From an optimization exercise on the open Yosys and OpenROAD flow, aimed at small area; shortcuts taken in it are not production practice.
Function was checked by simulation only, so behaviour that the tests miss may differ from the original.
Power and IR drop assume default switching activity.

==> config.mk <==
export PLATFORM = sky130hd
export DESIGN_NAME = InternalNode
export DESIGN_NICKNAME = InternalNode
export VERILOG_FILES = /design/flow/design.v
export SDC_FILE = /design/flow/constraint.sdc
export NUM_CORES = 4
export LEC_CHECK = 0
export CAP_MARGIN = 20
export CORE_MARGIN = 2
export CORE_UTILIZATION = 40
export SLEW_MARGIN = 20
==> design.v <==
module fifo_sync # (
  parameter     BIT_WIDTH             = 8,           
  parameter     FIFO_DEPTH            = 8            
) (
  input wire                          clk,           
  input wire                          rst,           
  input wire                          read_en,       
  output wire   [BIT_WIDTH-1:0]       read_data,     
  input wire                          write_en,      
  input wire    [BIT_WIDTH-1:0]       write_data,    
  output wire                         fifo_empty,    
  output wire                         fifo_full,     
  output reg                          fifo_empty_next,
  output reg                          fifo_full_next
);
localparam ADDR_WIDTH = clog2(FIFO_DEPTH);
reg [BIT_WIDTH-1:0] fifo_array [FIFO_DEPTH-1:0];
reg fifo_full_reg ;
reg fifo_empty_reg ;
generate
if (FIFO_DEPTH == 1) begin: gen_depth_eq_1
always @ (posedge clk or posedge rst) begin
  if (rst) begin
    fifo_full_reg   <= 1'b0;
    fifo_empty_reg  <= 1'b1;
  end else begin
    fifo_full_reg   <= fifo_full_next;
    fifo_empty_reg  <= fifo_empty_next;
  end
end
assign fifo_empty = fifo_empty_reg;
assign fifo_full = fifo_full_reg;
always @ (posedge clk) begin
  if (write_en && ~fifo_full_reg) begin
    fifo_array[0] <= write_data;
  end
end
assign read_data = (~fifo_empty_reg) ? fifo_array[0] : 0;
always @ (*) begin
  fifo_full_next  = fifo_full_reg;
  fifo_empty_next = fifo_empty_reg;
  case({read_en, write_en})
    2'b00, 2'b11: begin
    end
    2'b01: begin
      if (~fifo_full_reg) begin
        fifo_empty_next = 1'b0;
        fifo_full_next  = 1'b1;
      end
    end
    2'b10: begin
      if (~fifo_empty_reg) begin
        fifo_empty_next = 1'b1;
        fifo_full_next  = 1'b0;
      end
    end
  endcase
end
end  
else begin: gen_depth_greater_1
reg [ADDR_WIDTH-1:0] read_ptr_reg, read_ptr_next;
reg [ADDR_WIDTH-1:0] write_ptr_reg, write_ptr_next;
wire [ADDR_WIDTH-1:0] read_ptr_incre = (read_ptr_reg == FIFO_DEPTH-1) ? 0 :
  read_ptr_reg + 1;
wire [ADDR_WIDTH-1:0] write_ptr_incre = (write_ptr_reg == FIFO_DEPTH-1) ? 0 :
  write_ptr_reg + 1;
always @ (posedge clk or posedge rst) begin
  if (rst) begin
    read_ptr_reg    <= 0;
    write_ptr_reg   <= 0;
    fifo_full_reg   <= 1'b0;
    fifo_empty_reg  <= 1'b1;
  end else begin
    read_ptr_reg    <= read_ptr_next;
    write_ptr_reg   <= write_ptr_next;
    fifo_full_reg   <= fifo_full_next;
    fifo_empty_reg  <= fifo_empty_next;
  end
end
assign fifo_empty = fifo_empty_reg;
assign fifo_full  = fifo_full_reg;
always @ (posedge clk) begin
  if (write_en && ~fifo_full_reg) begin
    fifo_array[write_ptr_reg] <= write_data;
  end
end
assign read_data = (~fifo_empty_reg) ? fifo_array[read_ptr_reg] : 0;
always @ (*) begin
  read_ptr_next   = read_ptr_reg;
  write_ptr_next  = write_ptr_reg;
  fifo_full_next  = fifo_full_reg;
  fifo_empty_next = fifo_empty_reg;
  case ({read_en, write_en})
    2'b00: begin
    end
    2'b01: begin
      if (~fifo_full_reg) begin
        write_ptr_next    = write_ptr_incre;
        fifo_empty_next   = 1'b0;
        if (write_ptr_incre == read_ptr_reg) begin
          fifo_full_next  = 1'b1;
        end
      end
    end
    2'b10: begin
      if (~fifo_empty_reg) begin
        read_ptr_next     = read_ptr_incre;
        fifo_full_next    = 1'b0;
        if (read_ptr_incre == write_ptr_reg) begin
          fifo_empty_next = 1'b1;
        end
      end
    end
    2'b11: begin
      read_ptr_next       = read_ptr_incre;
      write_ptr_next      = write_ptr_incre;
    end
  endcase
end
end  
endgenerate
function integer clog2(input integer x);
  integer i;
  begin
    clog2 = 0;
    for (i = x - 1; i > 0; i = i >> 1) begin
      clog2 = clog2 + 1;
    end
  end
endfunction
endmodule
module PriorityArbiter # (
  parameter                           N = 4        
) (
  input wire  [N-1:0]                 request,     
  input wire  [N-1:0]                 p,           
  output wire [N-1:0]                 grant        
);
genvar g;
wire [N:0] carry_0;
wire [N-1:0] grant_0;
wire [N:0] carry_1;
wire [N-1:0] grant_1;
assign carry_0[0] = 1'b0;
assign carry_1[0] = carry_0[N];
generate
for (g = 0; g < N; g = g + 1) begin: gen_priority_arbiter_0
  assign grant_0[g] = request[g] & (p[g] | carry_0[g]);
  assign carry_0[g+1] = (~request[g]) & (p[g] | carry_0[g]);
end
for (g = 0; g < N; g = g + 1) begin: gen_priority_arbiter_1
  assign grant_1[g] = request[g] & (p[g] | carry_1[g]);
  assign carry_1[g+1] = (~request[g]) & (p[g] | carry_1[g]);
end
endgenerate
assign grant = grant_0 | grant_1;
endmodule
module RoundRobinArbiter #(
  parameter                           N = 4          
) (
  input wire                          clk,           
  input wire                          rst,           
  input wire  [N-1:0]                 request,       
  output wire [N-1:0]                 grant          
);
reg [N-1:0] p;
wire [N-1:0] p_next;
always @ (posedge clk or posedge rst) begin
  if (rst) begin
    p       <= 1;
  end else begin
    p       <= p_next;
  end
end
assign p_next = (|grant) ? {grant[N-2:0], grant[N-1]} : p;
PriorityArbiter # (
  .N            (N)            
) priority_arbiter (
  .request      (request),     
  .p            (p),           
  .grant        (grant)        
);
endmodule
module InputUnitDemux (
  input wire                            clk,             
  input wire                            rst,             
  input wire                            in_data_valid,   
  input wire  [2-1:0]  fifo_read_en,    
  output reg  [2-1:0]  fifo_write_en    
);
generate
if (2 == 1) begin: gen_fifo_split_1
  always @(*) begin
    fifo_write_en = in_data_valid;
  end
end
else if (2 == 2) begin: gen_fifo_split_2
  reg [clog2(4):0] fifo_cnt_0, fifo_cnt_1;
  always @(posedge clk or posedge rst) begin
    if (rst) begin
      fifo_cnt_0      <= 0;
    end else begin
      case({fifo_read_en[0], fifo_write_en[0]})
        2'b10: begin
          fifo_cnt_0  <= fifo_cnt_0 - 1;
        end
        2'b01: begin
          fifo_cnt_0  <= fifo_cnt_0 + 1;
        end
      endcase
    end
  end
  always @ (posedge clk or posedge rst) begin
    if (rst) begin
      fifo_cnt_1      <= 0;
    end else begin
      case ({fifo_read_en[1], fifo_write_en[1]})
        2'b10: begin
          fifo_cnt_1  <= fifo_cnt_1 - 1;
        end
        2'b01: begin
          fifo_cnt_1  <= fifo_cnt_1 + 1;
        end
      endcase
    end
  end
  always @ (*) begin
    if (in_data_valid) begin
      if (fifo_cnt_1 < fifo_cnt_0) begin
        fifo_write_en = 2'b10;
      end else begin
        fifo_write_en = 2'b01;
      end
    end else begin
      fifo_write_en   = 2'b00;
    end
  end
end
else begin: gen_fifo_split_unsupported
  initial begin
    $display("[ERROR]: unsupported FIFO split");
  end
end
endgenerate
function integer clog2(input integer x);
  integer i;
  begin
    clog2 = 0;
    for (i = x - 1; i > 0; i = i >> 1) begin
      clog2 = clog2 + 1;
    end
  end
endfunction
endmodule
module InputUnitController (
  input wire                      clk,             
  input wire                      rst,             
  input wire                      fifo_write_en,   
  input wire                      fifo_empty,      
  input wire                      fifo_empty_next, 
  input wire  [(4+16+16)-1:0] fifo_data,       
  output reg                      fifo_read_en,    
  input wire  [5-1:0]    out_credit_avail,  
  output wire                     in_credit,       
  output reg [5-1:0]     out_credit_decre,  
  input wire                      rc_grant,        
  output reg                      rc_request,      
  output reg  [4-1:0]
                                  route_info,      
  output reg  [16-1:0]
                                  route_addr,      
  input wire  [5-1:0]    route_port,      
  output reg                      sa_request,      
  output reg  [4-1:0]
                                  sa_info,         
  output reg  [16-1:0]
                                  sa_addr,         
  input wire                      sa_grant,        
  output wire [(4+16+16)-1:0] st_data_in,      
  output wire [5-1:0]    st_ctrl_in       
);
localparam  STATE_IDLE              = 2'b00,
            STATE_ROUTING           = 2'b01,
            STATE_ACTIVE            = 2'b10;
reg [1:0] state_reg, state_next;
reg [5-1:0] route_reg, route_next;
reg in_credit_reg, in_credit_next;
reg [5-1:0] st_ctrl_in_reg, st_ctrl_in_next;
reg [(4+16+16)-1:0] st_data_in_reg, st_data_in_next;
reg [4-1:0] route_info_reg, route_info_next;
reg [16-1:0] route_addr_reg, route_addr_next;
always @ (posedge clk or posedge rst) begin
  if (rst) begin
    route_info_reg    <= 0;
    route_addr_reg    <= 0;
  end else begin
    route_info_reg    <= route_info_next;
    route_addr_reg    <= route_addr_next;
  end
end
always @ (posedge clk or posedge rst) begin
  if (rst) begin
    state_reg   <= STATE_IDLE;
  end else begin
    state_reg   <= state_next;
  end
end
always @ (posedge clk or posedge rst) begin
  if (rst) begin
    route_reg   <= 0;
  end else begin
    route_reg   <= route_next;
  end
end
always @ (posedge clk or posedge rst) begin
  if (rst) begin
    in_credit_reg <= 0;
  end else begin
    in_credit_reg <= in_credit_next;
  end
end
assign in_credit = in_credit_reg;
always @ (posedge clk or posedge rst) begin
  if (rst) begin
    st_ctrl_in_reg  <= 0;
    st_data_in_reg  <= 0;
  end else begin
    st_ctrl_in_reg  <= st_ctrl_in_next;
    st_data_in_reg  <= st_data_in_next;
  end
end
assign st_data_in = st_data_in_reg;
assign st_ctrl_in = st_ctrl_in_reg;
always @ (*) begin
  state_next        = state_reg;
  fifo_read_en      = 1'b0;
  in_credit_next    = 1'b0;
  out_credit_decre  = 0;
  route_next        = route_reg;
  rc_request        = 1'b0;
  route_info        = 0;
  route_addr        = 0;
  sa_request        = 1'b0;
  sa_info           = 0;
  sa_addr           = 0;
  st_ctrl_in_next   = 0;
  st_data_in_next   = 0;
  route_info_next   = route_info_reg;
  route_addr_next   = route_addr_reg;
  case (state_reg)
    STATE_IDLE: begin
      if (fifo_write_en || !fifo_empty) begin
        state_next  = STATE_ROUTING;
      end
    end
    STATE_ROUTING: begin
      rc_request    = 1'b1;
      route_info    = fifo_data[35:32];
      route_addr    = fifo_data[31:16];
      route_info_next = fifo_data[35:32];
      route_addr_next = fifo_data[31:16];
      if (rc_grant) begin
        route_next  = route_port;
        state_next  = STATE_ACTIVE;
      end
    end
    STATE_ACTIVE: begin
      sa_info           = route_info_reg;
      sa_addr           = route_addr_reg;
      if ((out_credit_avail & route_reg) == route_reg) begin
        sa_request      = 1'b1;
      end else begin
        sa_request      = 1'b0;
      end
      if (sa_grant) begin
        if (!fifo_empty_next) begin
          state_next    = STATE_ROUTING;
        end else begin
          state_next    = STATE_IDLE;
        end
        out_credit_decre= route_reg;   
        st_ctrl_in_next = route_reg;
        st_data_in_next = fifo_data;
        fifo_read_en    = 1'b1;  
        in_credit_next  = 1'b1;  
      end
    end
  endcase
end
endmodule
module InputUnitMux (
  input wire  [2-1:0]    in_credit_split,   
  input wire  [2*
                5-1:0]           out_credit_decre_split,
  output wire                             in_credit,         
  output wire [5-1:0]            out_credit_decre,  
  input wire  [2-1:0]    rc_grant_split,    
  input wire  [2*
                4-1:0]   route_info_split,  
  input wire  [2*
                16-1:0]   route_addr_split,  
  output wire                             rc_en,             
  output wire [4-1:0]    route_info,        
  output wire [16-1:0]    route_addr,        
  input wire  [2-1:0]    sa_grant_split,    
  input wire  [2*
                4-1:0]   sa_info_split,     
  input wire  [2*
                16-1:0]   sa_addr_split,     
  output wire                             sa_request,        
  output wire [4-1:0]    sa_info,           
  output wire [16-1:0]    sa_addr,           
  input wire  [2*
                (4+16+16)-1:0]        st_data_in_split,  
  input wire  [2*
                5-1:0]           st_ctrl_in_split,  
  output wire [(4+16+16)-1:0]         st_data_in,        
  output wire [5-1:0]            st_ctrl_in         
);
genvar g, h;
wire [2-1:0] out_credit_decre_split_2d [5-1:0];
assign in_credit = |in_credit_split;
generate
for (g = 0; g < 5; g = g + 1) begin: gen_out_credit_decre_2d_g
  for (h = 0; h < 2; h = h + 1) begin: gen_out_credit_decre_2d_h
    assign out_credit_decre_split_2d[g][h] =
      out_credit_decre_split[h*5+g];
  end
end
for (g = 0; g < 5; g = g + 1) begin: gen_out_credit_decre
  assign out_credit_decre[g] = |out_credit_decre_split_2d[g];
end
endgenerate
wire [2-1:0] route_info_split_mask [4-1:0];
wire [2-1:0] route_addr_split_mask [16-1:0];
assign rc_en = |rc_grant_split;
generate
for (g = 0; g < 4; g = g + 1) begin: gen_route_info_mask_g
  for (h = 0; h < 2; h = h + 1) begin: gen_route_info_mask_h
    assign route_info_split_mask[g][h] = rc_grant_split[h] &
      route_info_split[h*4+g];
  end
end
for (g = 0; g < 4; g = g + 1) begin: gen_route_info
  assign route_info[g] = |route_info_split_mask[g];
end
endgenerate
generate
for (g = 0; g < 16; g = g + 1) begin: gen_route_addr_mask_g
  for (h = 0; h < 2; h = h + 1) begin: gen_route_addr_mask_h
    assign route_addr_split_mask[g][h] = rc_grant_split[h] &
      route_addr_split[h*16+g];
  end
end
for (g = 0; g < 16; g = g + 1) begin: gen_route_addr
  assign route_addr[g] = |route_addr_split_mask[g];
end
endgenerate
wire [2-1:0] sa_info_split_mask [4-1:0];
wire [2-1:0] sa_addr_split_mask [16-1:0];
assign sa_request = |sa_grant_split;
generate
for (g = 0; g < 4; g = g + 1) begin: gen_sa_info_mask_g
  for (h = 0; h < 2; h = h + 1) begin: gen_sa_info_mask_h
    assign sa_info_split_mask[g][h] = sa_grant_split[h] &
      sa_info_split[h*4+g];
  end
end
for (g = 0; g < 4; g = g + 1) begin: gen_sa_info
  assign sa_info[g] = |sa_info_split_mask[g];
end
endgenerate
generate
for (g = 0; g < 16; g = g + 1) begin: gen_sa_addr_mask_g
  for (h = 0; h < 2; h = h + 1) begin: gen_sa_addr_mask_h
    assign sa_addr_split_mask[g][h] = sa_grant_split[h] &
      sa_addr_split[h*16+g];
  end
end
for (g = 0; g < 16; g = g + 1) begin: gen_sa_addr
  assign sa_addr[g] = |sa_addr_split_mask[g];
end
endgenerate
wire [2-1:0] st_data_in_2d [(4+16+16)-1:0];
wire [2-1:0] st_ctrl_in_2d [5-1:0];
generate
for (g = 0; g < (4+16+16); g = g + 1) begin: gen_st_data_in_2d_g
  for (h = 0; h < 2; h = h + 1) begin: gen_st_data_in_2d_h
    assign st_data_in_2d[g][h] = st_data_in_split[h*(4+16+16)+g];
  end
end
for (g = 0; g < (4+16+16); g = g + 1) begin: geb_st_data_in
  assign st_data_in[g] = |st_data_in_2d[g];
end
endgenerate
generate
for (g = 0; g < 5; g = g + 1) begin: gen_st_ctrl_in_2d_g
  for (h = 0; h < 2; h = h + 1) begin: gen_st_ctrl_in_2d_h
    assign st_ctrl_in_2d[g][h] = st_ctrl_in_split[h*5+g];
  end
end
for (g = 0; g < 5; g = g + 1) begin: gen_st_ctrl_in
  assign st_ctrl_in[g] = |st_ctrl_in_2d[g];
end
endgenerate
endmodule
module InputUnit (
  input wire                      clk,             
  input wire                      rst,             
  input wire                      in_data_valid,   
  input wire  [(4+16+16)-1:0] in_data,         
  input wire  [5-1:0]    out_credit_avail,  
  output wire                     in_credit,       
  output wire [5-1:0]    out_credit_decre,  
  output wire                     rc_en,           
  output wire [4-1:0]
                                  route_info,      
  output wire [16-1:0]
                                  route_addr,      
  input wire  [5-1:0]    route_port,      
  output wire                     sa_request,      
  output wire [4-1:0]
                                  sa_info,         
  output wire [16-1:0]
                                  sa_addr,         
  input wire                      sa_grant,        
  output wire [(4+16+16)-1:0] st_data_in,      
  output wire [5-1:0]    st_ctrl_in       
);
genvar g;
wire [2-1:0] in_credit_split;
wire [2*5-1:0] out_credit_decre_split;
wire [2-1:0] fifo_read_en;
wire [2-1:0] fifo_write_en;
wire [(4+16+16)-1:0] fifo_read_data [2-1:0];
wire fifo_empty [2-1:0];
wire fifo_full [2-1:0];
wire fifo_empty_next [2-1:0];
wire fifo_full_next [2-1:0];
wire [2-1:0] rc_request_split;
wire [2-1:0] rc_grant_split;
wire [2*4-1:0] route_info_split;
wire [2*16-1:0] route_addr_split;
wire [2-1:0] sa_request_split;
wire [2-1:0] sa_grant_split;
wire [2*4-1:0] sa_info_split;
wire [2*16-1:0] sa_addr_split;
wire [2*(4+16+16)-1:0] st_data_in_split;
wire [2*5-1:0] st_ctrl_in_split;
InputUnitDemux input_unit_demux (
  .clk              (clk),                         
  .rst              (rst),                         
  .in_data_valid    (in_data_valid),               
  .fifo_read_en     (fifo_read_en),                
  .fifo_write_en    (fifo_write_en)                
);
generate
for (g = 0; g < 2; g = g + 1) begin: gen_input_fifo
fifo_sync # (
  .BIT_WIDTH        ((4+16+16)),               
  .FIFO_DEPTH       (4)           
) input_fifo (
  .clk              (clk),                         
  .rst              (rst),                         
  .read_en          (fifo_read_en[g]),             
  .read_data        (fifo_read_data[g]),           
  .write_en         (fifo_write_en[g]),            
  .write_data       (in_data),                     
  .fifo_empty       (fifo_empty[g]),               
  .fifo_full        (fifo_full[g]),                
  .fifo_empty_next  (fifo_empty_next[g]),
  .fifo_full_next   (fifo_full_next[g])
);
end
endgenerate
generate
for (g = 0; g < 2; g = g + 1) begin: gen_input_controller
InputUnitController input_unit_controller (
  .clk              (clk),                         
  .rst              (rst),                         
  .fifo_write_en    (fifo_write_en[g]),            
  .fifo_empty       (fifo_empty[g]),               
  .fifo_empty_next  (fifo_empty_next[g]),          
  .fifo_data        (fifo_read_data[g]),           
  .fifo_read_en     (fifo_read_en[g]),             
  .out_credit_avail (out_credit_avail),            
  .in_credit        (in_credit_split[g]),          
  .out_credit_decre (out_credit_decre_split[g*5
                      +:5]),              
  .rc_grant         (rc_grant_split[g]),           
  .rc_request       (rc_request_split[g]),         
  .route_info       (route_info_split[g*4
                      +:4]),      
  .route_addr       (route_addr_split[g*16
                      +:16]),      
  .route_port       (route_port),                  
  .sa_request       (sa_request_split[g]),         
  .sa_info          (sa_info_split[g*4
                      +:4]),      
  .sa_addr          (sa_addr_split[g*16
                      +:16]),      
  .sa_grant         (sa_grant_split[g]&sa_grant),  
  .st_data_in       (st_data_in_split[g*(4+16+16)
                      +:(4+16+16)]),           
  .st_ctrl_in       (st_ctrl_in_split[g*5
                      +:5])               
);
end
endgenerate
generate
if (2 == 1) begin: gen_rc_arbiter_split_one
assign rc_grant_split = rc_request_split;
end else begin: gen_rc_arbiter_split_non_one
RoundRobinArbiter #(
  .N                (2)           
) rc_arbiter (
  .clk              (clk),                         
  .rst              (rst),                         
  .request          (rc_request_split),            
  .grant            (rc_grant_split)               
);
end
endgenerate
wire [2-1:0] sa_priority;
generate
if (2 == 1) begin: gen_sa_priority_split_1
  assign sa_priority = 1'b1;
end else if (2 == 2) begin: gen_sa_priority_split_2
  wire [4+12-1:0]  split_0_priority,
                                    split_1_priority;
  assign split_0_priority = {
    sa_info_split[4-1:0],
    sa_addr_split[11:0]
  };
  assign split_1_priority = {
    sa_info_split[2*4-1:4],
    sa_addr_split[16+11:16]
  };
  assign sa_priority = (split_0_priority < split_1_priority) ? 2'b01 : 2'b10;
end
else begin: gen_sa_priority_undef_split
  initial begin
    $display("ERROR: undefined input buffer split");
    $finish;
  end
end
endgenerate
PriorityArbiter # (
  .N                (2)           
) sa_arbiter (
  .request          (sa_request_split),            
  .p                (sa_priority),                 
  .grant            (sa_grant_split)               
);
InputUnitMux input_unit_mux (
  .in_credit_split  (in_credit_split),             
  .out_credit_decre_split
                    (out_credit_decre_split),
  .in_credit        (in_credit),                   
  .out_credit_decre (out_credit_decre),            
  .rc_grant_split   (rc_grant_split),              
  .route_info_split (route_info_split),            
  .route_addr_split (route_addr_split),            
  .rc_en            (rc_en),                       
  .route_info       (route_info),                  
  .route_addr       (route_addr),                  
  .sa_grant_split   (sa_grant_split),              
  .sa_info_split    (sa_info_split),               
  .sa_addr_split    (sa_addr_split),               
  .sa_request       (sa_request),                  
  .sa_info          (sa_info),                     
  .sa_addr          (sa_addr),                     
  .st_data_in_split (st_data_in_split),            
  .st_ctrl_in_split (st_ctrl_in_split),            
  .st_data_in       (st_data_in),                  
  .st_ctrl_in       (st_ctrl_in)                   
);
endmodule
module RoutingComputer #(
  parameter   level               = 0    
) (
  input wire  [3-1:0]    direction,       
  input wire                      rc_en,           
  input wire  [4-1:0]
                                  route_info,      
  input wire  [16-1:0]
                                  route_addr,      
  output reg  [5-1:0]    route_port       
);
generate
if (level == 0) begin: gen_root_rc
  always @ (*) begin
    route_port          = 5'b0;
    if (direction == 4) begin
      if ((rc_en && route_info == 4'd0) ||
          (rc_en && route_info == 4'd6)) begin
        case(route_addr[15:14])
          2'b00: begin
            route_port  = 5'b00001;
          end
          2'b01: begin
            route_port  = 5'b00010;
          end
          2'b10: begin
            route_port  = 5'b00100;
          end
          2'b11: begin
            route_port  = 5'b01000;
          end
        endcase
      end
      else if (rc_en && route_info == 4'd1) begin
        route_port      = 5'b01111;
      end
      else if (rc_en && route_info == 4'd4) begin
        route_port      = 5'b01111;
      end
      else if (rc_en && route_info == 4'd5) begin
        route_port      = 5'b01111;
      end
      else if (rc_en && route_info == 4'd2) begin
        route_port      = 5'b01111;
      end
    end else begin   
      if (rc_en && route_info == 4'd3) begin
        route_port      = 5'b01111;
      end
      else if (rc_en && route_info == 4'd4) begin
        route_port      = 5'b10000;
      end
      else if (rc_en && route_info == 4'd5) begin
        route_port      = 5'b10000;
      end
      else if (rc_en && route_info == 4'd6) begin
        route_port      = 5'b10000;
      end
      else if (rc_en && route_info == 4'd2) begin
        route_port      = 5'b10000;
      end
    end
  end
end
else if (level == 1) begin: gen_internal_rc
  always @ (*) begin
    route_port          = 5'b0;
    if (direction == 4) begin
      if ((rc_en && route_info == 4'd0) ||
          (rc_en && route_info == 4'd6)) begin
        case (route_addr[13:12])
          2'b00: begin
            route_port  = 5'b00001;
          end
          2'b01: begin
            route_port  = 5'b00010;
          end
          2'b10: begin
            route_port  = 5'b00100;
          end
          2'b11: begin
            route_port  = 5'b01000;
          end
        endcase
      end
      else if (rc_en && route_info == 4'd1) begin
        route_port      = 5'b01111;
      end
      else if (rc_en && route_info == 4'd3) begin
        route_port      = 5'b01111;
      end
      else if (rc_en && route_info == 4'd4) begin
        route_port      = 5'b01111;
      end
      else if (rc_en && route_info == 4'd5) begin
        route_port      = 5'b01111;
      end
      else if (rc_en && route_info == 4'd2) begin
        route_port      = 5'b01111;
      end
    end else begin     
      if (rc_en && route_info == 4'd3) begin
        route_port      = 5'b10000;
      end
      else if (rc_en && route_info == 4'd4) begin
        route_port      = 5'b10000;
      end
      else if (rc_en && route_info == 4'd5) begin
        route_port      = 5'b10000;
      end
      else if (rc_en && route_info == 4'd6) begin
        route_port      = 5'b10000;
      end
      else if (rc_en && route_info == 4'd2) begin
        route_port      = 5'b10000;
      end
    end
  end
end
else if (level == 2) begin: gen_internal_rc
  always @ (*) begin
    route_port          = 5'b0;
    if (direction == 4) begin
      if ((rc_en && route_info == 4'd0) ||
          (rc_en && route_info == 4'd6)) begin
        case (route_addr[11:10])
          2'b00: begin
            route_port  = 5'b00001;
          end
          2'b01: begin
            route_port  = 5'b00010;
          end
          2'b10: begin
            route_port  = 5'b00100;
          end
          2'b11: begin
            route_port  = 5'b01000;
          end
        endcase
      end
      else if (rc_en && route_info == 4'd1) begin
        route_port      = 5'b01111;
      end
      else if (rc_en && route_info == 4'd3) begin
        route_port      = 5'b01111;
      end
      else if (rc_en && route_info == 4'd4) begin
        route_port      = 5'b01111;
      end
      else if (rc_en && route_info == 4'd5) begin
        route_port      = 5'b01111;
      end
      else if (rc_en && route_info == 4'd2) begin
        route_port      = 5'b01111;
      end
    end else begin     
      if (rc_en && route_info == 4'd3) begin
        route_port      = 5'b10000;
      end
      else if (rc_en && route_info == 4'd4) begin
        route_port      = 5'b10000;
      end
      else if (rc_en && route_info == 4'd5) begin
        route_port      = 5'b10000;
      end
      else if (rc_en && route_info == 4'd6) begin
        route_port      = 5'b10000;
      end
      else if (rc_en && route_info == 4'd2) begin
        route_port      = 5'b10000;
      end
    end
  end
end
else begin: gen_undef
  initial begin
    $display("[ERROR]: unexpected DIR: %d", direction);
    $finish;
  end
end
endgenerate
endmodule
module SwitchAllocator (
  input wire  [5-1:0]      sa_request,            
  input wire  [5*4-1:0]
                                    sa_info,               
  input wire  [5*16-1:0]
                                    sa_addr,               
  output reg  [5-1:0]      sa_grant               
);
wire [4-1:0] sa_info_dir [5-1:0];
assign sa_info_dir[0] = sa_info[0*4 +:
                                      4];
assign sa_info_dir[1] = sa_info[1*4 +:
                                      4];
assign sa_info_dir[2] = sa_info[2*4 +:
                                      4];
assign sa_info_dir[3] = sa_info[3*4 +:
                                      4];
assign sa_info_dir[4] = sa_info[4*4 +:
                                      4];
always @ (*) begin
  sa_grant[4] = sa_request[4];
  if (sa_request[4] && sa_info_dir[4] ==
    4'd4) begin
    if ( (sa_request[0] && sa_info_dir[0] == 4'd3)
      || (sa_request[1] && sa_info_dir[1] == 4'd3)
      || (sa_request[2] && sa_info_dir[2] == 4'd3)
      || (sa_request[3] && sa_info_dir[3] == 4'd3)
      ) begin
      sa_grant[4] = 1'b0;
    end
  end
end
reg [2:0] dir_level_0_0, dir_level_0_1, dir_level_1;
wire [16-1:0] sa_addr_dir [5-2:0];
assign sa_addr_dir[0] = sa_addr[0*16 +:
                                      16];
assign sa_addr_dir[1] = sa_addr[1*16 +:
                                      16];
assign sa_addr_dir[2] = sa_addr[2*16 +:
                                      16];
assign sa_addr_dir[3] = sa_addr[3*16 +:
                                      16];
always @ (*) begin
  case (sa_request[1:0])
    2'b00: begin
      dir_level_0_0   = 5;
    end
    2'b01: begin
      dir_level_0_0   = 0;
    end
    2'b10: begin
      dir_level_0_0   = 1;
    end
    2'b11: begin
      if (sa_addr_dir[0] < sa_addr_dir[1]) begin
        dir_level_0_0 = 0;
      end else begin
        dir_level_0_0 = 1;
      end
    end
  endcase
end
always @ (*) begin
  case (sa_request[3:2])
    2'b00: begin
      dir_level_0_1   = 5;
    end
    2'b01: begin
      dir_level_0_1   = 2;
    end
    2'b10: begin
      dir_level_0_1   = 3;
    end
    2'b11: begin
      if (sa_addr_dir[2] < sa_addr_dir[3]) begin
        dir_level_0_1 = 2;
      end else begin
        dir_level_0_1 = 3;
      end
    end
  endcase
end
always @ (*) begin
  case ({dir_level_0_1, dir_level_0_0})
    {3'd5, 3'd5}: begin
      dir_level_1     = 5;
    end
    {3'd5, 3'd0}, {3'd5, 3'd1}: begin
      dir_level_1     = dir_level_0_0;
    end
    {3'd2, 3'd5}, {3'd3, 3'd5}: begin
      dir_level_1     = dir_level_0_1;
    end
    {3'd2, 3'd0}: begin
      if (sa_addr_dir[2] < sa_addr_dir[0]) begin
        dir_level_1   = 2;
      end else begin
        dir_level_1   = 0;
      end
    end
    {3'd2, 3'd1}: begin
      if (sa_addr_dir[2] < sa_addr_dir[1]) begin
        dir_level_1   = 2;
      end else begin
        dir_level_1   = 1;
      end
    end
    {3'd3, 3'd0}: begin
      if (sa_addr_dir[3] < sa_addr_dir[0]) begin
        dir_level_1   = 3;
      end else begin
        dir_level_1   = 0;
      end
    end
    {3'd3, 3'd1}: begin
      if (sa_addr_dir[3] < sa_addr_dir[1]) begin
        dir_level_1   = 3;
      end else begin
        dir_level_1   = 1;
      end
    end
    default: begin
      dir_level_1     = 5;
    end
  endcase
end
wire [3:0] sa_uv_merge;
assign sa_uv_merge[0] = (sa_info_dir[0] == 4'd2);
assign sa_uv_merge[1] = (sa_info_dir[1] == 4'd2);
assign sa_uv_merge[2] = (sa_info_dir[2] == 4'd2);
assign sa_uv_merge[3] = (sa_info_dir[3] == 4'd2);
wire sa_uv_addr_equal = (sa_addr_dir[0][6-1:0] ==
  sa_addr_dir[1][6-1:0]) && (sa_addr_dir[2][6-1:0] ==
  sa_addr_dir[3][6-1:0]) && (sa_addr_dir[0][6-1:0] ==
  sa_addr_dir[3][6-1:0]);
always @ (*) begin
  if (|sa_uv_merge) begin
    if (&sa_uv_merge && sa_uv_addr_equal) begin
      sa_grant[3:0]   = 4'b1111;
    end else begin
      sa_grant[3:0]   = 4'b0000;
    end
  end
  else if (dir_level_1 == 0) begin
    sa_grant[3:0]     = 4'b0001;
  end else if (dir_level_1 == 1) begin
    sa_grant[3:0]     = 4'b0010;
  end else if (dir_level_1 == 2) begin
    sa_grant[3:0]     = 4'b0100;
  end else if (dir_level_1 == 3) begin
    sa_grant[3:0]     = 4'b1000;
  end else begin
    sa_grant[3:0]     = 4'b0000;
  end
end
endmodule
module Switch (
  input wire  [5*(4+16+16)-1:0]  st_data_in,    
  input wire  [5*5-1:0]     st_ctrl_in,    
  output reg  [5-1:0]                out_unit_en,   
  output reg  [5*(4+16+16)-1:0]  st_data_out    
);
wire [(4+16+16)-1:0] st_data_in_2d [5-1:0];
wire [5-1:0] st_ctrl_in_2d [5-1:0];
genvar g;
generate
for (g = 0; g < 5; g = g + 1) begin: gen_in_2d
  assign st_data_in_2d[g] = st_data_in[g*(4+16+16) +: (4+16+16)];
  assign st_ctrl_in_2d[g] = st_ctrl_in[g*5 +: 5];
end
endgenerate
always @ (*) begin
  case ({st_ctrl_in_2d[0][4], st_ctrl_in_2d[1][4],
         st_ctrl_in_2d[2][4], st_ctrl_in_2d[3][4]})
    4'b1000: begin
      st_data_out[4*(4+16+16) +: (4+16+16)] =
        st_data_in_2d[0];
      out_unit_en[4] = 1'b1;
    end
    4'b0100: begin
      st_data_out[4*(4+16+16) +: (4+16+16)] =
        st_data_in_2d[1];
      out_unit_en[4] = 1'b1;
    end
    4'b0010: begin
      st_data_out[4*(4+16+16) +: (4+16+16)] =
        st_data_in_2d[2];
      out_unit_en[4] = 1'b1;
    end
    4'b0001: begin
      st_data_out[4*(4+16+16) +: (4+16+16)] =
        st_data_in_2d[3];
      out_unit_en[4] = 1'b1;
    end
    default: begin
      st_data_out[4*(4+16+16) +: (4+16+16)] =
        0;
      out_unit_en[4] = 1'b0;
    end
  endcase
end
always @ (*) begin
  case ({st_ctrl_in_2d[4][0], st_ctrl_in_2d[0][0],
         st_ctrl_in_2d[1][0], st_ctrl_in_2d[2][0],
         st_ctrl_in_2d[3][0]})
    5'b10000: begin
      st_data_out[0*(4+16+16) +: (4+16+16)] =
        st_data_in_2d[4];
      out_unit_en[0] = 1'b1;
    end
    5'b01000: begin
      st_data_out[0*(4+16+16) +: (4+16+16)] =
        st_data_in_2d[0];
      out_unit_en[0] = 1'b1;
    end
    5'b00100: begin
      st_data_out[0*(4+16+16) +: (4+16+16)] =
        st_data_in_2d[1];
      out_unit_en[0] = 1'b1;
    end
    5'b00010: begin
      st_data_out[0*(4+16+16) +: (4+16+16)] =
        st_data_in_2d[2];
      out_unit_en[0] = 1'b1;
    end
    5'b00001: begin
      st_data_out[0*(4+16+16) +: (4+16+16)] =
        st_data_in_2d[3];
      out_unit_en[0] = 1'b1;
    end
    default: begin
      st_data_out[0*(4+16+16) +: (4+16+16)] =
        0;
      out_unit_en[0] = 1'b0;
    end
  endcase
end
always @ (*) begin
  case ({st_ctrl_in_2d[4][1], st_ctrl_in_2d[0][1],
         st_ctrl_in_2d[1][1], st_ctrl_in_2d[2][1],
         st_ctrl_in_2d[3][1]})
    5'b10000: begin
      st_data_out[1*(4+16+16) +: (4+16+16)] =
        st_data_in_2d[4];
      out_unit_en[1] = 1'b1;
    end
    5'b01000: begin
      st_data_out[1*(4+16+16) +: (4+16+16)] =
        st_data_in_2d[0];
      out_unit_en[1] = 1'b1;
    end
    5'b00100: begin
      st_data_out[1*(4+16+16) +: (4+16+16)] =
        st_data_in_2d[1];
      out_unit_en[1] = 1'b1;
    end
    5'b00010: begin
      st_data_out[1*(4+16+16) +: (4+16+16)] =
        st_data_in_2d[2];
      out_unit_en[1] = 1'b1;
    end
    5'b00001: begin
      st_data_out[1*(4+16+16) +: (4+16+16)] =
        st_data_in_2d[3];
      out_unit_en[1] = 1'b1;
    end
    default: begin
      st_data_out[1*(4+16+16) +: (4+16+16)] =
        0;
      out_unit_en[1] = 1'b0;
    end
  endcase
end
always @ (*) begin
  case ({st_ctrl_in_2d[4][2], st_ctrl_in_2d[0][2],
         st_ctrl_in_2d[1][2], st_ctrl_in_2d[2][2],
         st_ctrl_in_2d[3][2]})
    5'b10000: begin
      st_data_out[2*(4+16+16) +: (4+16+16)] =
        st_data_in_2d[4];
      out_unit_en[2] = 1'b1;
    end
    5'b01000: begin
      st_data_out[2*(4+16+16) +: (4+16+16)] =
        st_data_in_2d[0];
      out_unit_en[2] = 1'b1;
    end
    5'b00100: begin
      st_data_out[2*(4+16+16) +: (4+16+16)] =
        st_data_in_2d[1];
      out_unit_en[2] = 1'b1;
    end
    5'b00010: begin
      st_data_out[2*(4+16+16) +: (4+16+16)] =
        st_data_in_2d[2];
      out_unit_en[2] = 1'b1;
    end
    5'b00001: begin
      st_data_out[2*(4+16+16) +: (4+16+16)] =
        st_data_in_2d[3];
      out_unit_en[2] = 1'b1;
    end
    default: begin
      st_data_out[2*(4+16+16) +: (4+16+16)] =
        0;
      out_unit_en[2] = 1'b0;
    end
  endcase
end
always @ (*) begin
  case ({st_ctrl_in_2d[4][3], st_ctrl_in_2d[0][3],
         st_ctrl_in_2d[1][3], st_ctrl_in_2d[2][3],
         st_ctrl_in_2d[3][3]})
    5'b10000: begin
      st_data_out[3*(4+16+16) +: (4+16+16)] =
        st_data_in_2d[4];
      out_unit_en[3] = 1'b1;
    end
    5'b01000: begin
      st_data_out[3*(4+16+16) +: (4+16+16)] =
        st_data_in_2d[0];
      out_unit_en[3] = 1'b1;
    end
    5'b00100: begin
      st_data_out[3*(4+16+16) +: (4+16+16)] =
        st_data_in_2d[1];
      out_unit_en[3] = 1'b1;
    end
    5'b00010: begin
      st_data_out[3*(4+16+16) +: (4+16+16)] =
        st_data_in_2d[2];
      out_unit_en[3] = 1'b1;
    end
    5'b00001: begin
      st_data_out[3*(4+16+16) +: (4+16+16)] =
        st_data_in_2d[3];
      out_unit_en[3] = 1'b1;
    end
    default: begin
      st_data_out[3*(4+16+16) +: (4+16+16)] =
        0;
      out_unit_en[3] = 1'b0;
    end
  endcase
end
endmodule
module RouterMerge (
  input wire    [(5-1)*(4+16+16)-1:0]
                                              st_data_in,  
  output reg                                  merge_en,    
  output reg    [(4+16+16)-1:0]           merge_data   
);
genvar g;
wire [(4+16+16)-1:0] st_data_in_2d [5-2:0];
wire [4-1:0] st_data_info [5-2:0];
wire [16-1:0] st_data_data [5-2:0];
reg [16-1:0] merge_result;
generate
for (g = 0; g < 5-1; g = g + 1) begin: gen_in_2d
  assign st_data_in_2d[g] = st_data_in[g*(4+16+16) +: (4+16+16)];
  assign st_data_info[g] = st_data_in_2d[g][35:32];
  assign st_data_data[g] = st_data_in_2d[g][15:0];
end
endgenerate
always @ (*) begin
  if (merge_en) begin
    merge_result  = st_data_data[0] + st_data_data[1] +
      st_data_data[3] + st_data_data[2];
  end else begin
    merge_result  = 0;
  end
end
always @ (*) begin
  if ((st_data_info[0] == 4'd2) &&
      (st_data_info[1] == 4'd2) &&
      (st_data_info[3] == 4'd2) &&
      (st_data_info[2] == 4'd2)) begin
    merge_en    = 1'b1;
  end else begin
    merge_en    = 1'b0;
  end
end
always @ (*) begin
  if (merge_en) begin
    merge_data[35:32] = 4'd2;
    merge_data[31:16] = st_data_in_2d[0][31:16];
    merge_data[15:0]  = merge_result;
  end else begin
    merge_data        = 0;
  end
end
endmodule
module OutputUnit #(
  parameter   level               = 0,   
  parameter   direction           = 4     
) (
  input wire                      clk,             
  input wire                      rst,             
  input wire                      credit_decre,    
  input wire                      credit_incre,    
  output wire                     credit_avail,    
  input wire                      out_unit_en,     
  input wire  [(4+16+16)-1:0] st_data_out,     
  input wire                      merge_en,        
  input wire  [(4+16+16)-1:0] merge_data,      
  output reg  [(4+16+16)-1:0] out_data,        
  output reg                      out_data_valid   
);
generate
if (direction == 4) begin: gen_output_datapath_local
always @ (posedge clk or posedge rst) begin
  if (rst) begin
    out_data_valid  <= 1'b0;
    out_data        <= 0;
  end else if (merge_en) begin
    out_data_valid  <= 1'b1;
    out_data        <= merge_data;
  end else if (out_unit_en) begin
    out_data_valid  <= 1'b1;
    out_data        <= st_data_out;
  end else begin
    out_data_valid  <= 1'b0;
    out_data        <= 0;
  end
end
end
else begin: gen_output_datapath_nonlocal
always @ (posedge clk or posedge rst) begin
  if (rst) begin
    out_data_valid  <= 1'b0;
    out_data        <= 0;
  end else if (out_unit_en) begin
    out_data_valid  <= 1'b1;
    out_data        <= st_data_out;
  end else begin
    out_data_valid  <= 1'b0;
    out_data        <= 0;
  end
end
end
endgenerate
generate
if (level == 2 && direction != 4)
begin: gen_output_unit_leaf_nonlocal
reg [4-1:0] credit_count_reg;
always @ (posedge clk or posedge rst) begin
  if (rst) begin
    credit_count_reg      <= 8;
  end else begin
    case({credit_decre, credit_incre})
      2'b00, 2'b11: begin
        credit_count_reg  <= credit_count_reg;
      end
      2'b01: begin
        credit_count_reg  <= credit_count_reg + 1;
      end
      2'b10: begin
        credit_count_reg  <= credit_count_reg - 1;
      end
    endcase
  end
end
assign credit_avail = (credit_count_reg > 0);
end  
else begin: gen_output_unit_non_leaf_nonlocal
reg [4-1:0] credit_count_reg;
always @ (posedge clk or posedge rst) begin
  if (rst) begin
    credit_count_reg      <= 4*2;
  end else begin
    case({credit_decre, credit_incre})
      2'b00, 2'b11: begin
        credit_count_reg  <= credit_count_reg;
      end
      2'b01: begin
        credit_count_reg  <= credit_count_reg + 1;
      end
      2'b10: begin
        credit_count_reg  <= credit_count_reg - 1;
      end
    endcase
  end
end
assign credit_avail = (credit_count_reg > 0);
end  
endgenerate
endmodule
module QuadtreeRouter #(
  parameter   level             = 0      
) (
  input wire                    clk,               
  input wire                    rst,               
  input wire  [5-1:0]  in_data_valid,     
  input wire  [5*(4+16+16)-1:0]
                                in_data,           
  output wire [5-1:0]  in_credit,         
  output wire [5-1:0]  out_data_valid,    
  output wire [5*(4+16+16)-1:0]
                                out_data,          
  input wire  [5-1:0]  out_credit         
);
genvar g;
wire [5-1:0] out_credit_avail;
wire [5-1:0] out_credit_decre [5-1:0];
wire [5-1:0] credit_decre;
wire [5-1:0] rc_en;
wire [4-1:0] route_info [5-1:0];
wire [16-1:0] route_addr [5-1:0];
wire [5-1:0] route_port [5-1:0];
wire [5-1:0] sa_request;
wire [5*4-1:0] sa_info;
wire [5*16-1:0] sa_addr;
wire [5-1:0] sa_grant;
wire [5*(4+16+16)-1:0] st_data_in;
wire [5*5-1:0] st_ctrl_in;
wire merge_en;
wire [(4+16+16)-1:0] merge_data;
wire [5-1:0] out_unit_en;
wire [5*(4+16+16)-1:0] st_data_out;
generate
for (g = 0; g < 5; g = g + 1) begin: gen_input_unit
InputUnit input_unit (
  .clk              (clk),                         
  .rst              (rst),                         
  .in_data_valid    (in_data_valid[g]),            
  .in_data          (in_data[g*(4+16+16)+:(4+16+16)]),
  .out_credit_avail (out_credit_avail),            
  .in_credit        (in_credit[g]),                
  .out_credit_decre (out_credit_decre[g]),         
  .rc_en            (rc_en[g]),                    
  .route_info       (route_info[g]),               
  .route_addr       (route_addr[g]),               
  .route_port       (route_port[g]),               
  .sa_request       (sa_request[g]),               
  .sa_info          (sa_info[g*4 +: 4]),
  .sa_addr          (sa_addr[g*16 +: 16]),
  .sa_grant         (sa_grant[g]),                 
  .st_data_in       (st_data_in[(4+16+16)*g +: (4+16+16)]),
  .st_ctrl_in       (st_ctrl_in[5*g +: 5])
);
end
endgenerate
generate
for (g = 0; g < 5; g = g + 1) begin: gen_rc
RoutingComputer #(
  .level            (level)                        
) rc (
  .direction        (g[2:0]),                      
  .rc_en            (rc_en[g]),                    
  .route_info       (route_info[g]),               
  .route_addr       (route_addr[g]),               
  .route_port       (route_port[g])                
);
end
endgenerate
SwitchAllocator sa (
  .sa_request       (sa_request),                  
  .sa_info          (sa_info),                     
  .sa_addr          (sa_addr),                     
  .sa_grant         (sa_grant)                     
);
Switch switch (
  .st_data_in       (st_data_in),                  
  .st_ctrl_in       (st_ctrl_in),                  
  .out_unit_en      (out_unit_en),                 
  .st_data_out      (st_data_out)                  
);
RouterMerge router_merge (
  .st_data_in       (st_data_in[(5-1)*(4+16+16)-1:0]),
  .merge_en         (merge_en),                    
  .merge_data       (merge_data)                   
);
assign credit_decre = out_credit_decre[0] | out_credit_decre[1] |
                      out_credit_decre[2] | out_credit_decre[3] |
                      out_credit_decre[4];
generate
for (g = 0; g < 5; g = g + 1) begin: gen_output_unit
OutputUnit #(
  .level            (level),                       
  .direction        (g)                            
) output_unit (
  .clk              (clk),                         
  .rst              (rst),                         
  .credit_decre     (credit_decre[g]),             
  .credit_incre     (out_credit[g]),               
  .credit_avail     (out_credit_avail[g]),         
  .out_unit_en      (out_unit_en[g]),              
  .st_data_out      (st_data_out[g*(4+16+16) +: (4+16+16)]),
  .merge_en         (merge_en),                    
  .merge_data       (merge_data),                  
  .out_data         (out_data[g*(4+16+16) +: (4+16+16)]),
  .out_data_valid   (out_data_valid[g])            
);
end
endgenerate
endmodule
module InternalNode (
  input wire                    clk,             
  input wire                    rst,             
  input wire  [5-1:0]  in_data_valid,   
  input wire  [5*(4+16+16)-1:0]
                                in_data,         
  output wire [5-1:0]  out_data_valid,  
  output wire [5*(4+16+16)-1:0]
                                out_data,        
  input wire  [5-1:0]  downstream_credit,   
  output wire [5-1:0]  upstream_credit      
);
QuadtreeRouter #(
  .level            (1)              
) internal_router (
  .clk              (clk),                         
  .rst              (rst),                         
  .in_data_valid    (in_data_valid),               
  .in_data          (in_data),                     
  .in_credit        (upstream_credit),             
  .out_data_valid   (out_data_valid),              
  .out_data         (out_data),                    
  .out_credit       (downstream_credit)            
);
endmodule
==> constraint.sdc <==
create_clock -name core_clock -period 10.0 [get_ports {clk}]
set_input_delay 2.0000 -clock core_clock [delete_from_list [all_inputs] [get_ports {clk}]]
set_output_delay 2.0000 -clock core_clock [all_outputs]
set_load 0.01 [all_outputs]
==> run.sh <==
#!/bin/bash
# synth_recipe.tcl (not shown) runs the flow's synth.tcl, then flattens the netlist and writes it again
# the make line also repeats each setting of config.mk as NAME=value (left out here)
make -C /OpenROAD-flow-scripts/flow DESIGN_CONFIG=/design/flow/config.mk WORK_HOME=/design/flow/orfs CLKGATE_MAP_FILE= SYNTH_SCRIPT=/design/flow/synth_recipe.tcl finish
==> run summary <==
## synthesized netlist by cell type, drive strengths merged (60+ instances only)
| library cell | n | area, µm² |
|---|---|---|
| nor2b | 136 | 850.8 |
| clkbuf | 201 | 754.5 |
| nor2 | 521 | 1956 |
| inv | 175 | 656.9 |
| nand2 | 447 | 1680 |
| and2 | 114 | 713.2 |
| or2 | 81 | 516.7 |
| buf | 78 | 381.6 |
| o21ai | 384 | 1937 |
| a21oi | 113 | 580.6 |
| edfxtp | 1440 | 43240 |
| nand2b | 223 | 1395 |
| ha | 286 | 3578 |
| a22oi | 60 | 450.4 |
| xnor2 | 64 | 560.5 |
| dfrtp | 899 | 22500 |
| mux4 | 356 | 8018 |
## cells by family (layout without fill, tap and decap cells)
family                     Yosys count  after routing  share of synthesized area
AOI/OAI and AO/OA                  868            868                    0.05807
xor gates and xnor gates            99             99                   0.009037
adders and majority gates          331            331                    0.04668
buffers and inverters              454           1119                    0.01869
DFF                               2359           2359                     0.6906
muxes                              401            401                    0.08863
other                                0              6                          0
and+or+nand+nor                   1727           1727                    0.08831
## area by class of cell
cell class,count,area (µm²),area share
clock buffers,327,6520,0.05832
diodes,6,15.01,0.0001343
flip-flops and latches,2359,66290,0.5929
well taps,3167,3963,0.03544
multi-input cells,3426,28020,0.2506
clock inverters,124,1607,0.01437
inverters,175,660.6,0.005909
repair buffers,493,4725,0.04226
## through the flow
step | instances | area (µm²) | setup TNS [ns] | setup WS (ns)
2_1_floorplan | 6239 | 95960 | -4181.72 | -4.629
3_3_place_gp | 9620 | 103600 | 0 | 1.757
3_5_place_dp | 9620 | 103600 | 0 | 1.424
4_1_cts | 10070 | 111800 | 0 | 1.377
5_1_grt | 10070 | 111800 | 0 | 0.8703
6_report | 10080 | 111800 | 0 | 1.482
## path summary, 6_finish.rpt
path,end,startpoint,cells past startpoint,slack (ns)
setup reg to reg,flop,flop,27,1.48
hold reg to reg,flop,flop,2,0.47
min in group asynchronous,asynchronous set/reset pin,rst,2,1.61
max in group asynchronous,asynchronous set/reset pin,rst,4,6.40
setup / recovery,flop,flop,27,1.48
hold / removal,flop,flop,2,0.47
## worst register-to-register path, cell delays in order, from the launching register on
cell,delay [ns]
dfrtp_1,0.42
nor2b_1,0.85
and2_1,0.25
ha_1,0.17
o211ai_1,0.08
a41o_1,0.22
a2111oi_2,0.35
nor3_1,0.15
a21oi_2,0.80
a22o_1,0.34
ha_1,0.26
a211oi_1,0.24
nor2_1,0.09
o41ai_1,0.56
nand4bb_1,0.22
o211a_1,0.20
a32oi_1,0.24
o41a_1,0.26
o2111a_1,0.22
o21ai_1,0.17
nand2_1,0.56
buf_4,0.48
inv_1,0.12
ha_1,0.24
or3_1,0.38
o21ai_0,0.12
o211ai_1,0.13
a221oi_1,0.32
## power groups by stage
| stage | registers [mW] | clock network (mW) | logic [mW] |
|---|---|---|---|
| 2_1_floorplan | 11.7 | 0 | 3.32 |
| 3_3_place_gp | 12.0 | 0 | 4.50 |
| 3_5_place_dp | 12.0 | 0 | 4.59 |
| 4_1_cts | 11.8 | 9.25 | 4.61 |
| 5_1_grt | 11.9 | 9.61 | 4.96 |
| 6_report | 11.8 | 9.04 | 4.51 |
## routing by layer
metal  global-route usage  vias up
met5                    0        -
met4              0.06190       50
met3              0.04304      394
met2               0.3317     1406
met1               0.2699    27730
li1                     -    23890
## cells in the final DEF (no fill, tap or decap), drive strengths merged, types with 45 or more instances in the layout
master / Yosys / routed
clkdlybuf4s50: 0 / 381
mux4: 356 / 356
nor2: 521 / 521
nor2b: 136 / 136
edfxtp: 1440 / 1440
a21oi: 113 / 113
or2: 81 / 81
clkbuf: 201 / 327
buf: 78 / 112
o21ai: 384 / 384
nor3b: 53 / 53
nand2b: 223 / 223
clkinv: 0 / 77
fa: 45 / 45
nand2: 447 / 447
ha: 286 / 286
xnor2: 64 / 64
a22oi: 60 / 60
inv: 175 / 179
dfrtp: 899 / 899
and2: 114 / 114
==> flow_summary_export.csv <==
group,metric,value,unit
outcome,outcome,"complete, no violations",
critical_path,path_common_cell,"ha_1",
die,start_util,0.4027,
final_layout,nNetsFinal,7214,
min_path,holdCritPathClass,"reg -> reg",
final_layout,nFillCells,20490,
timing,hold-worst-slack,0.4718,ns
critical_path,arrival,9.28,ns
die,ios,382,
timing,slew_viol_final,0,
grt,grt_pass1_wl,364700,µm
critical_path,critPathLaunchType,"flop",
timing,setup_viol,0,
grt,grt_pass1_vias,54790,
logic_synthesis,ys_async_sr_fraction,0.3896,
place,port_buffers,381,
critical_path,endpoint_kind,"flop",
logic_synthesis,synthDistinctLibCells,93,
drt,wl_met3,15340,µm
place,dp_hpwl,163100,µm
die,die_y,493.8,µm
die,die_w,493.8,µm
die,die-area,243800,µm²
power,sw_frac_of_total,0.2767,
drt,wirelength,247100,µm
drt,vias,53470,
power,p_clk_frac,0.356,
logic_synthesis,synth_edf_count,1440,
timing,tightest_slew,1.106,ns
final_layout,fin_util,0.4691,
logic_synthesis,avgSynthCellArea,15.38,µm²
logic_synthesis,syn-num-nets,6762,
logic_synthesis,synth-main-ff-cell,"edfxtp_1",
logic_synthesis,syn_area,95950,µm²
die,core_area,238300,µm²
timing,finalCritPeriodShare,0.8518,
logic_synthesis,seq_area_frac_synth,0.6906,
die,num_rows,179,
critical_path,path_class,"reg -> reg",
power,p_switching,7.023,mW
timing,fmax,117.4,MHz
drt,drcViolationCount,0,
clock_network,cts_tree,"done",
logic_synthesis,ys_seq_elements,2359,
drt,top_layer,"met5",
clock_network,clockBufferDepth,3,
power,p_per_area,227.0,nW/µm²
drt,wl_per_cell,24.52,µm
critical_path,critPathMaxStageDelay,0.85,ns
grt,antenna_found_initial,52,
drt,ant_nets,0,
job,max_cap_viol_count,0,
power,power_frac_comb,0.177,
clock_network,clock_latency,0.97,ns
power,p_leak,41.69,nW
timing,rsz0062_at_grt,"no",
timing,fin_skew,0.1672,ns
drt,vias_per_cell,5.306,
logic_synthesis,ys.warnings.count,16,
clock_network,cts_resized,0,
critical_path,critical-path-top-delay-family,"compound AO/OA/AOI/OAI gates",
timing,hold_violations,0,
clock_network,cts_made_buffers,236,
drt,first_pass_iters,6,
drt,drtIter0Drc,4169,
power,ir_drop,0.0001842,V
place,gp_congestion,0.9097,
power,intPower,18.36,mW
power,finalPower,25.38,mW
clock_network,clk_pin_slew,0.06,ns
grt,grt_max_degree,175,
timing,max_slew_margin,0.2628,
logic_synthesis,synthesis.instances,6239,
grt,grt_remaining_overflow,0,
critical_path,required,10.76,ns
clock_network,post_cts_buffers,0,
grt,grt_use_total,0.2020,
critical_path,worst-path-buf-inv,2,
timing,period_minus_slack,8.518,ns
drt,route.met2.wl,119800,µm
final_layout,final_layout_size_suffix_gt1_frac,0.1527,
final_layout,syn2layout_area_growth,16.51,%
clock_network,holdBufCountCts,0,
clock_network,h-tree-depth,4,
clock_network,clock-sinks,2359,
power,seqPwrFrac,0.466,
clock_network,cts_root_buf,"clkbuf_16",
critical_path,critPathMaxFanout,28,
critical_path,cp_slowest_cell,"nor2b_1",
drt,wirelength_met1,103900,µm

## static timing again, ports no longer ideal
Ports are ideal in the flow. The routed layout listed here was re-timed in OpenROAD.
Step 1: set_driving_cell puts a clkbuf_16 on clk and a buf_2 on each other input, an assumption about the parent block.
Step 2, shift: input delay + t, output delay - t, t = (earliest + latest rising clock arrival at the registers) / 2. This alone moves slack from input paths to output paths.
Three values: ideal ports, drivers, drivers and shift; two values: the first two.
t, ns: 0.990
setup WS [ns]: 1.482 / 1.482 / 1.482
worst hold slack (ns): 0.472 / 0.472 / 0.472
After both steps this run still meets setup and hold. For this run, drivers alone change the setup slack by 0.000 ns; drivers and shift together by 0.000 ns.
